Source: an optimization exercise on an open RTL-to-GDS flow (aim: small area, a short achievable clock period and few clock cycles). Production flows keep margins and buffers that such runs may drop. At most, simulation tests tie the RTL to the original design; equivalence was not proved. Power and IR drop assume default switching activity.

willow:
// nb_tx_top
module nb_tx_top #(parameter TBS = 16 , parameter G = 132, parameter Qm = 2, parameter rv_indx = 0)
    (
        output logic                  e_k,
        output logic                  RM_Valid,
        input logic                   i_data_crc,
        input logic                   i_clk_crc,
                                      i_rst_crc
    );
Size in the first run: roughly 5 I/O pins.
clock: 7.0 ns
lec_check: 0
abc_area: 1
cap_margin: 20
core_margin: 2
core_utilization: 30
place_density: 0.5
setup_slack_margin: 4.5
slew_margin: 20
standard.sh (not shown) runs the stock make flow with config.mk's settings and CLKGATE_MAP_FILE= SYNTH_SCRIPT=/design/flow/synth_recipe.tcl, a recipe that flattens the netlist after the stock synthesis.
==> flow/flow/run.sh <==
#!/bin/bash
set -euo pipefail
rm -rf myscripts
cp -r "$FLOW_HOME/scripts" myscripts
cp flow/abc_area.script myscripts/abc_area.script
bash standard.sh SCRIPTS_DIR="$PWD/myscripts" finish > make_finish.log 2>&1
==> flow/flow/abc_area.script <==
strash
&get -n
&fraig -x
&dc2
&put
dch -f
map -a
strash
dch -f
map -a
strash
dch -f
map -a
topo
willow reached the final stage; the timing, DRC and antenna checks on its layout passed.
Testbench counts of willow, summed over its fixed seeds: cycles 13,920.
For amber, these inputs were changed with respect to willow:
# willow
export LEC_CHECK = 0
export ABC_AREA = 1
export CAP_MARGIN = 20
export CORE_MARGIN = 2
export CORE_UTILIZATION = 30
export PLACE_DENSITY = 0.5
export SETUP_SLACK_MARGIN = 4.5
export SLEW_MARGIN = 20
create_clock -name core_clock -period 7.0 [get_ports {i_clk_crc}]
# amber
export LEC_CHECK = 0
export ABC_AREA = 1
export CAP_MARGIN = 20
export CORE_MARGIN = 2
export CORE_UTILIZATION = 30
export CTS_BUF_LIST = sky130_fd_sc_hd__clkbuf_8
export PLACE_DENSITY = 0.5
export SETUP_SLACK_MARGIN = 4.5
export SLEW_MARGIN = 20
create_clock -name core_clock -period 7.0 [get_ports {i_clk_crc}]
==> flow/run.sh (new file) <==
#!/bin/bash
# synth_recipe.tcl (not shown) runs the flow's synth.tcl, then flattens the netlist and writes it again
# the make line also repeats each setting of config.mk as NAME=value (left out here)
make -C /OpenROAD-flow-scripts/flow DESIGN_CONFIG=/design/flow/config.mk WORK_HOME=/design/flow/orfs CLKGATE_MAP_FILE= SYNTH_SCRIPT=/design/flow/synth_recipe.tcl finish
removed: flow/flow/run.sh
removed: flow/flow/abc_area.script
removed: flow/standard.sh
Notes after the runs:
Going from willow to amber, final area increased 4.5%; area growth from synthesis to layout fell 16 points; post-place instance area now larger.
Number of nets produced by synthesis delta for amber relative to willow: about 30% higher
Number of global-route vias before repair, amber and willow: higher on amber
Between amber and willow, sequential share of layout area is higher for willow, amber comes in under that.
Re via count: willow was lower than amber.
diff inputs: amber => quartz
# amber
export LEC_CHECK = 0
export ABC_AREA = 1
export CAP_MARGIN = 20
export CORE_MARGIN = 2
export CORE_UTILIZATION = 30
export CTS_BUF_LIST = sky130_fd_sc_hd__clkbuf_8
export PLACE_DENSITY = 0.5
export SETUP_SLACK_MARGIN = 4.5
export SLEW_MARGIN = 20
create_clock -name core_clock -period 7.0 [get_ports {i_clk_crc}]
# quartz
export LEC_CHECK = 0
export ABC_AREA = 1
export CAP_MARGIN = 20
export CELL_PAD_IN_SITES_DETAIL_PLACEMENT = 0
export CELL_PAD_IN_SITES_GLOBAL_PLACEMENT = 0
export CORE_MARGIN = 2
export CORE_UTILIZATION = 30
export CTS_BUF_LIST = sky130_fd_sc_hd__clkbuf_16
export PLACE_DENSITY = 0.5
export SETUP_SLACK_MARGIN = 4.5
export SLEW_MARGIN = 20
create_clock -name core_clock -period 7.0 [get_ports {i_clk_crc}]
==> flow/flow/run.sh (new file) <==
#!/bin/bash
set -euo pipefail
rm -rf myscripts
cp -r "$FLOW_HOME/scripts" myscripts
cp flow/abc_area.script myscripts/abc_area.script
bash standard.sh SCRIPTS_DIR="$PWD/myscripts" finish > make_finish.log 2>&1
==> flow/flow/abc_area.script (new file) <==
strash
&get -n
&fraig -x
&dc2
&put
dch -f
map -a
strash
dch -f
map -a
strash
dch -f
map -a
topo
==> flow/standard.sh (new file) <==
#!/bin/bash
# synth_recipe.tcl (not shown) runs the flow's synth.tcl, then flattens the netlist and writes it again
# the make line also repeats each setting of config.mk as NAME=value (left out here)
make -C /OpenROAD-flow-scripts/flow DESIGN_CONFIG=/design/flow/config.mk WORK_HOME=/design/flow/orfs CLKGATE_MAP_FILE= SYNTH_SCRIPT=/design/flow/synth_recipe.tcl "${@:-finish}"
removed: flow/run.sh
Findings:
Comparing quartz and amber, met2 routing resource usage after global routing is lower on amber. The run showing the smaller synthesized area is quartz. Clock tree buffer count of the final layout ended up 2 lower on quartz than on amber. Count of plain and timing-repair buffers in quartz is 13 above amber. Taking amber as the reference point, the hold slack of quartz falls by 0.018 ns. Summary — net total in the final layout, quartz relative to amber: lower, by 107. Compared with amber, quartz is hungrier on power. Diff amber -> quartz: die area lower; register-to-register setup slack saw a decrease.
diff inputs: quartz => lagoon
# quartz
export LEC_CHECK = 0
export ABC_AREA = 1
export CAP_MARGIN = 20
export CELL_PAD_IN_SITES_DETAIL_PLACEMENT = 0
export CELL_PAD_IN_SITES_GLOBAL_PLACEMENT = 0
export CORE_MARGIN = 2
export CORE_UTILIZATION = 30
export CTS_BUF_LIST = sky130_fd_sc_hd__clkbuf_16
export PLACE_DENSITY = 0.5
export SETUP_SLACK_MARGIN = 4.5
export SLEW_MARGIN = 20
create_clock -name core_clock -period 7.0 [get_ports {i_clk_crc}]
# lagoon
export LEC_CHECK = 0
export ABC_AREA = 1
export CAP_MARGIN = 20
export CORE_MARGIN = 2
export CORE_UTILIZATION = 30
export CTS_CLUSTER_SIZE = 10
export PLACE_DENSITY = 0.5
export SETUP_SLACK_MARGIN = 4.5
export SLEW_MARGIN = 20
create_clock -name core_clock -period 7.0 [get_ports {i_clk_crc}]
Findings:
The sequential share of layout area in lagoon was higher than what quartz gave. Sort quartz and lagoon by peak clock frequency supported by timing, ascending, and lagoon comes first. Re register clock-pin slew on the reported worst setup and hold paths: quartz was lower than lagoon. Against quartz, total of fill cells in the finished design in lagoon rose slightly. Per the comparison of lagoon with quartz, clock period minus worst slack now sits higher; area of the mapped netlist now sits at about the same level; arrival time reported for the critical path endpoint now sits higher.
For cedar, these inputs were changed with respect to lagoon:
# lagoon
export LEC_CHECK = 0
export ABC_AREA = 1
export CAP_MARGIN = 20
export CORE_MARGIN = 2
export CORE_UTILIZATION = 30
export CTS_CLUSTER_SIZE = 10
export PLACE_DENSITY = 0.5
export SETUP_SLACK_MARGIN = 4.5
export SLEW_MARGIN = 20
create_clock -name core_clock -period 7.0 [get_ports {i_clk_crc}]
# cedar
export LEC_CHECK = 0
export ABC_AREA = 1
export CAP_MARGIN = 20
export CORE_MARGIN = 2
export CORE_UTILIZATION = 30
export CTS_BUF_LIST = sky130_fd_sc_hd__clkbuf_16
export PLACE_DENSITY = 0.5
export SETUP_SLACK_MARGIN = 4.5
export SLEW_MARGIN = 20
create_clock -name core_clock -period 7.0 [get_ports {i_clk_crc}]
### Flow results
Higher via count goes to lagoon over cedar. Re placement-stage worst setup slack: no difference whatsoever between cedar and lagoon. Sort lagoon and cedar by post-synthesis to final-layout area growth, ascending, and lagoon comes first. Clock group total power (cedar / lagoon): 1.3.
[inputs] ember vs cedar
# cedar
export LEC_CHECK = 0
export ABC_AREA = 1
export CAP_MARGIN = 20
export CORE_MARGIN = 2
export CORE_UTILIZATION = 30
export CTS_BUF_LIST = sky130_fd_sc_hd__clkbuf_16
export PLACE_DENSITY = 0.5
export SETUP_SLACK_MARGIN = 4.5
export SLEW_MARGIN = 20
create_clock -name core_clock -period 7.0 [get_ports {i_clk_crc}]
# ember
export LEC_CHECK = 0
export ABC_AREA = 1
export CAP_MARGIN = 20
export CORE_MARGIN = 2
export CORE_UTILIZATION = 50
export CTS_BUF_LIST = sky130_fd_sc_hd__clkbuf_16
export PLACE_DENSITY = 0.7
export SETUP_SLACK_MARGIN = 4.5
export SLEW_MARGIN = 20
create_clock -name core_clock -period 7.0 [get_ports {i_clk_crc}]
Re number of max-cap violations: no difference whatsoever between ember and cedar. [ember vs cedar] fmax: lower in ember. ember against cedar: clock network fraction of design power now smaller; met2 demand-to-capacity share in global routing increased 15 points; die area lower. Sort ember and cedar by core utilization, ascending, and cedar comes first. ember — worst slack at placement 0.066 ns higher, cedar as reference. Min power across ember and cedar: ember.

========
## the previous run
nb_tx_top, a different RTL version from the one above (not shown whole).
Size: about 420 cells after synthesis, ~53 flip-flops, ~5 I/O pins, about 2900 sq um of cells after synthesis.
## nb_tx_top
module nb_tx_top #(parameter TBS = 16 , parameter G = 132, parameter Qm = 2, parameter rv_indx = 0)
    (
        output logic                  e_k,
        output logic                  RM_Valid,
        input logic                   i_data_crc,
        input logic                   i_clk_crc,
                                      i_rst_crc
    );
clock: 7.0 ns
lec_check: 0
abc_area: 1
cap_margin: 20
core_margin: 2
core_utilization: 30
cts_buf_list: sky130_fd_sc_hd__clkbuf_16
place_density: 0.5
setup_slack_margin: 4.9
slew_margin: 20
==> flow/flow/run.sh <==
#!/bin/bash
set -euo pipefail
rm -rf myscripts
cp -r "$FLOW_HOME/scripts" myscripts
cp flow/abc_area.script myscripts/abc_area.script
bash standard.sh SCRIPTS_DIR="$PWD/myscripts" finish > make_finish.log 2>&1
==> flow/flow/abc_area.script <==
strash
&get -n
&deepsyn -J 200
&put
dch -f
map -a
strash
dch -f
map -a
topo
## Diff of input files: the current run against the previous run
Settings: SETUP_SLACK_MARGIN now 5, was 4.9.
## What came out
The current run drops more vias than the previous run.
Diff the previous run -> the current run: number of cells on the critical path -5; non-clock buffer count up 8; global-route usage lost 3.4 points.
Compared with the previous run, the current run shows a lower routed wire length.
Between the current run and the previous run, fmax is lower for the previous run, the current run comes in above that.
No functional check of the RTL was part of any run of this note.

========
## try-maple
nb_tx_top with an RTL version that a note above also has.
Size: about 410 cells after synthesis, ~2900 um^2 of cells after synthesis.
Settings: LEC_CHECK=0, ABC_AREA=1, CAP_MARGIN=20, CORE_MARGIN=2, CORE_UTILIZATION=30, CTS_BUF_LIST=sky130_fd_sc_hd__clkbuf_16, PLACE_DENSITY=0.5, SETUP_SLACK_MARGIN=4.5, SLEW_MARGIN=20; clock period 7.0 ns.
Scripts as last shown in full above: flow/flow/run.sh, flow/flow/abc_area.script
Testbench counts of try-maple, summed over its fixed seeds: cycles 13,920.
## Diff of input files: try-indigo against try-maple
- CTS_BUF_LIST removed (was sky130_fd_sc_hd__clkbuf_16)
==> flow/flow/abc_area.script <==
strash
&get -n
&deepsyn -T 60 -I 8
&put
dch -f
map -a
strash
dch -f
map -a
topo
## What came out
- Compared with try-maple, try-indigo shows proportion of power drawn by flip-flops and latches higher by 4.8 points.
- Of try-maple and try-indigo, the run reporting the lower pin count of the biggest net entering global routing was try-indigo.
- When try-indigo is measured against try-maple, its final period utilization turns out 1.9 points lower.
- Compared try-maple against try-indigo; die area within noise.
- Post-route cell area of try-indigo exceeds that of try-maple by a few percent.
- Diff try-maple and try-indigo: fraction of area in multi-input gates higher in try-indigo
- try-indigo ends up with higher post-CTS setup-driven buffer insertion count than try-maple does.
- try-indigo ended up with mq[1] as its critical path endpoint; try-maple ended up with mq[5].
The following lists how try-fjord was set up differently from try-indigo:
- CTS_BUF_LIST: unset -> sky130_fd_sc_hd__clkbuf_16
Results
Relative to try-indigo, the total power measured on try-fjord has increased by more than 10%.
In the route summary, try-fjord ends up with a via count below that of try-indigo.
Between try-fjord and try-indigo, it is try-fjord whose part of the cycle the worst path needs is higher, by 0.57 points.
Internal power contribution grows by more than 10% when moving from try-indigo to try-fjord.
Relative to try-indigo, final area has increased by about 1.9% in try-fjord.
The transition time of the tightest slew-check pin on try-fjord is in line with that on try-indigo.
Fmax: try-fjord lower than try-indigo

========
== job 101 ==
Another version of the RTL of nb_tx_top (not shown whole).
Size in the first run: about 420 cells after synthesis, roughly 3000 um2 of cells after synthesis.
==> flow/config.mk <==
export PLATFORM = sky130hd
export DESIGN_NAME = nb_tx_top
export DESIGN_NICKNAME = nb_tx_top
export VERILOG_FILES = /design/flow/design.v
export SDC_FILE = /design/flow/constraint.sdc
export NUM_CORES = 4
export LEC_CHECK = 0
export ABC_AREA = 1
export CAP_MARGIN = 20
export CORE_MARGIN = 2
export CORE_UTILIZATION = 30
export CTS_BUF_LIST = sky130_fd_sc_hd__clkbuf_16
export PLACE_DENSITY = 0.5
export SETUP_SLACK_MARGIN = 4.7
export SLEW_MARGIN = 20
==> flow/constraint.sdc <==
create_clock -name core_clock -period 7.0 [get_ports {i_clk_crc}]
set_input_delay 1.4000 -clock core_clock [delete_from_list [all_inputs] [get_ports {i_clk_crc}]]
set_output_delay 1.4000 -clock core_clock [all_outputs]
set_load 0.01 [all_outputs]
==> flow/flow/abc_area.script <==
strash
&get -n
&fraig -x
&dc2
&put
dch -f
map -a
strash
dch -f
map -a
strash
dch -f
map -a
topo
Scripts as last shown in full above: flow/flow/run.sh
Testbench counts of job 101, summed over its fixed seeds: cycles 13,920.
--- input diff job 101..job 102 ---
Settings: swapping 4.7 for 4.8 in SETUP_SLACK_MARGIN.
==> results.txt <==
Compared with job 101, job 102 degrades final area.
Compared with job 101, in job 102 first-pass GRT wire length barely changed; shortest clock period the worst path allows after layout now sits lower.
Job 102 reports its master of the slowest instance on the critical path as sky130_fd_sc_hd__nor2_2 while job 101 reports sky130_fd_sc_hd__dfrtp_1.
Going from job 101 to job 102, detailed-route via count did not really move; net switching power of the design increased about 3%; routed via count divided by cell count lower.
Job 102 ended up with a higher synthesis-to-finish area growth than job 101 did.
On power share of the combinational group, job 101 and job 102 are neck and neck.
The run showing the smaller post-cts sizing count is job 101.
On global-route usage, job 102 tracks job 101 almost exactly.
Input changes introduced in job 103 (baseline for comparison: job 102):
Settings: swapping 4.8 for 5 in SETUP_SLACK_MARGIN.
==> flow/flow/run.sh <==
#!/bin/bash
set -euo pipefail
rm -rf myscripts
cp -r "$FLOW_HOME/scripts" myscripts
cp flow/abc_area.script myscripts/abc_area.script
bash standard.sh SCRIPTS_DIR="$PWD/myscripts" SETUP_SLACK_MARGIN=5.6 finish > make_finish.log 2>&1
Results
Looking at setup slack across both flows, job 103 is the stronger of the two, with job 102 trailing.
Compare job 103 and job 102 | hold slack lower: job 103
The estimated wirelength of the detail-placed design of job 103 and that of job 102 are within noise of each other.
Edits applied to the flow inputs when going from job 103 to job 104:
Settings: SETUP_SLACK_MARGIN changed from 5 to 4.9.
==> flow/flow/run.sh <==
#!/bin/bash
set -euo pipefail
rm -rf myscripts
cp -r "$FLOW_HOME/scripts" myscripts
cp flow/abc_area.script myscripts/abc_area.script
bash standard.sh SCRIPTS_DIR="$PWD/myscripts" finish > make_finish.log 2>&1
==> flow/flow/abc_area.script <==
strash
&get -n
&deepsyn -J 200
&put
dch -f
map -a
strash
dch -f
map -a
topo
## What came out
For the area fraction in compound gates after synthesis, job 104 came in 2.7 points lower than job 103 did.
Cmp job 104 vs job 103: die boundary width lower in job 104
| met3 global-route usage | job 104 vs job 103 | 3.1 points lower |

========
Another version of the RTL of nb_tx_top (not shown whole).
Size in the first run: roughly 44 flip-flops, ~5 I/O pins.
// nb_tx_top
module nb_tx_top #(parameter TBS = 16 , parameter G = 132, parameter Qm = 2, parameter rv_indx = 0)
    (
        output logic                  e_k,
        output logic                  RM_Valid,
        input logic                   i_data_crc,
        input logic                   i_clk_crc,
                                      i_rst_crc
    );
    logic [7:0]  t;
    logic [15:0] d;
    logic [16:0] m, mq;
    logic        din, e_en, enq;
    assign din = i_data_crc;
    always_ff @(posedge i_clk_crc, negedge i_rst_crc)
        if (!i_rst_crc) t <= 8'd0;
        else if (t != 8'd143) t <= t + 8'd1;
    always_ff @(posedge i_clk_crc)
        d <= {d[14:0], (t < 8'd16) ? din : d[15]};
    always_ff @(posedge i_clk_crc, negedge i_rst_crc)
        if (!i_rst_crc) RM_Valid <= 1'b0;
        else RM_Valid <= (t >= 8'd9) && (t < 8'd141);
    always_ff @(posedge i_clk_crc)
        mq <= m;
    always_ff @(posedge i_clk_crc, negedge i_rst_crc)
        if (!i_rst_crc) enq <= 1'b0;
        else enq <= e_en;
    always_ff @(posedge i_clk_crc, negedge i_rst_crc)
        if (!i_rst_crc) e_k <= 1'b0;
  ...
clock: 7.0 ns
lec_check: 0
cap_margin: 20
core_margin: 2
core_utilization: 30
place_density: 0.5
setup_slack_margin: 4.0
slew_margin: 20
run.sh (not shown) runs the stock make flow with config.mk's settings and CLKGATE_MAP_FILE= SYNTH_SCRIPT=/design/flow/synth_recipe.tcl, a recipe that flattens the netlist after the stock synthesis.
Stock flow here: none of the scripts above is used.
The baseline finished with timing, DRC and antenna clean.
Next try:
--- a/flow/config.mk
+++ b/flow/config.mk
@@ -7,2 +7,3 @@
 export LEC_CHECK = 0
+export ABC_AREA = 1
 export CAP_MARGIN = 20
@@ -11,3 +12,3 @@
 export PLACE_DENSITY = 0.5
-export SETUP_SLACK_MARGIN = 4.0
+export SETUP_SLACK_MARGIN = 5
 export SLEW_MARGIN = 20
Outcome:
- The changed run finished with timing, DRC and antenna clean
- wire length goes up by 19%
- clock-buffer cell count is higher by 1
- total power rose by 1.9%
- cell area climbs by 29%
- fmax is higher by 34%
- flip-flop and latch count is unchanged
- area after synthesis came out higher by 1.8%
- first-iteration DRC count shrinks by 38%
Next try:
--- a/flow/config.mk
+++ b/flow/config.mk
@@ -12,3 +12,3 @@
 export PLACE_DENSITY = 0.5
-export SETUP_SLACK_MARGIN = 5
+export SETUP_SLACK_MARGIN = 4.5
 export SLEW_MARGIN = 20
Outcome: The new run went through all stages and came out clean. Non-clock buffer count is lower by 30. Wire length is lower by a few percent. Worst hold slack hardly moves. Global-route usage is lower by 0.55 points. Die area does not change.
Next try:
--- a/flow/config.mk
+++ b/flow/config.mk
@@ -7,8 +7,7 @@
 export LEC_CHECK = 0
-export ABC_AREA = 1
 export CAP_MARGIN = 20
 export CORE_MARGIN = 2
-export CORE_UTILIZATION = 30
-export PLACE_DENSITY = 0.5
-export SETUP_SLACK_MARGIN = 4.5
+export CORE_UTILIZATION = 40
+export PLACE_DENSITY = 0.6
+export SETUP_SLACK_MARGIN = 5
 export SLEW_MARGIN = 20
Result:
- cell area goes up by 28%
- clock-buffer cell count is unchanged
- wire length goes up by 1.9%
- die area goes down by 26%
- clock skew barely changes
- maximum frequency goes up by 0.84%
- global-route usage goes up by 11 points
- cell count goes down by 16%
- synthesized cell count goes down by 23%
- worst hold slack gets better by 4.3 ps
No run of this note included a check of the RTL's function; only the layout flow was run.

[re-timing with driven ports]
The results above use ideal ports. As a check the final layouts listed here were re-extracted and re-timed, cells and wires unchanged.
Step 1: set_driving_cell puts a clkbuf_16 on i_clk_crc and a buf_2 on each other input, an assumption about the parent block.
Step 2 moves the port delays by t, midway between the first and last clock arrival at a register: inputs arrive t later, outputs are due t later. That takes back most of the time a late clock gives input paths.
a / b / c = ideal ports / drivers / drivers and shift; a / b = the first two.
run | t (ns) | slack for setup (ns) | worst hold slack (ns) | latest minus earliest clock arrival (ns) | slew at the worst register clock pin (ns)
willow | 0.361 | 4.497 / 4.497 / 4.420 | 0.336 / 0.336 / 0.336 | 0.021 / 0.021 | 0.11 / 0.11
amber | 0.356 | 4.546 / 4.546 / 4.546 | 0.357 / 0.357 / 0.357 | 0.011 / 0.011 | 0.09 / 0.09
quartz | 0.330 | 4.531 / 4.531 / 4.408 | 0.339 / 0.339 / 0.339 | 0.017 / 0.016 | 0.08 / 0.08
lagoon | 0.361 | 4.497 / 4.497 / 4.420 | 0.336 / 0.336 / 0.336 | 0.021 / 0.021 | 0.11 / 0.11
cedar | 0.330 | 4.531 / 4.531 / 4.408 | 0.339 / 0.339 / 0.339 | 0.017 / 0.016 | 0.08 / 0.08
ember | 0.321 | 4.441 / 4.441 / 4.347 | 0.348 / 0.348 / 0.348 | 0.012 / 0.012 | 0.07 / 0.07
the previous run | 0.336 | 4.775 / 4.756 / 4.651 | 0.353 / 0.353 / 0.353 | 0.017 / 0.017 | 0.08 / 0.08
the current run | 0.329 | 4.818 / 4.786 / 4.760 | 0.351 / 0.351 / 0.351 | 0.012 / 0.012 | 0.08 / 0.08
try-maple | 0.324 | 4.427 / 4.427 / 4.383 | 0.353 / 0.353 / 0.353 | 0.005 / 0.005 | 0.07 / 0.07
try-indigo | 0.348 | 4.563 / 4.563 / 4.302 | 0.343 / 0.343 / 0.343 | 0.013 / 0.013 | 0.11 / 0.11
try-fjord | 0.324 | 4.523 / 4.523 / 4.329 | 0.343 / 0.343 / 0.343 | 0.014 / 0.014 | 0.08 / 0.08
job 101 | 0.329 | 4.681 / 4.681 / 4.452 | 0.353 / 0.353 / 0.353 | 0.005 / 0.005 | 0.07 / 0.07
job 102 | 0.334 | 4.727 / 4.727 / 4.439 | 0.354 / 0.354 / 0.354 | 0.005 / 0.004 | 0.07 / 0.07
job 103 | 0.333 | 4.772 / 4.749 / 4.416 | 0.348 / 0.348 / 0.348 | 0.009 / 0.008 | 0.07 / 0.07
job 104 | 0.336 | 4.802 / 4.761 / 4.620 | 0.351 / 0.351 / 0.351 | 0.013 / 0.013 | 0.08 / 0.08
the first run of note 5 | 0.328 | 4.055 / 4.055 / 3.895 | 0.350 / 0.350 / 0.350 | 0.012 / 0.013 | 0.07 / 0.07
the second run of note 5 | 0.336 | 4.798 / 4.760 / 4.825 | 0.350 / 0.350 / 0.350 | 0.018 / 0.018 | 0.07 / 0.07
the third run of note 5 | 0.338 | 4.532 / 4.532 / 4.406 | 0.350 / 0.350 / 0.350 | 0.016 / 0.016 | 0.07 / 0.07
the fourth run of note 5 | 0.348 | 4.553 / 4.553 / 4.484 | 0.355 / 0.355 / 0.355 | 0.016 / 0.015 | 0.10 / 0.10
After both steps setup and hold are still met in every run listed. The setup slack of job 103, which loses most, moves by -0.023 ns with the drivers and by -0.356 ns with both steps.
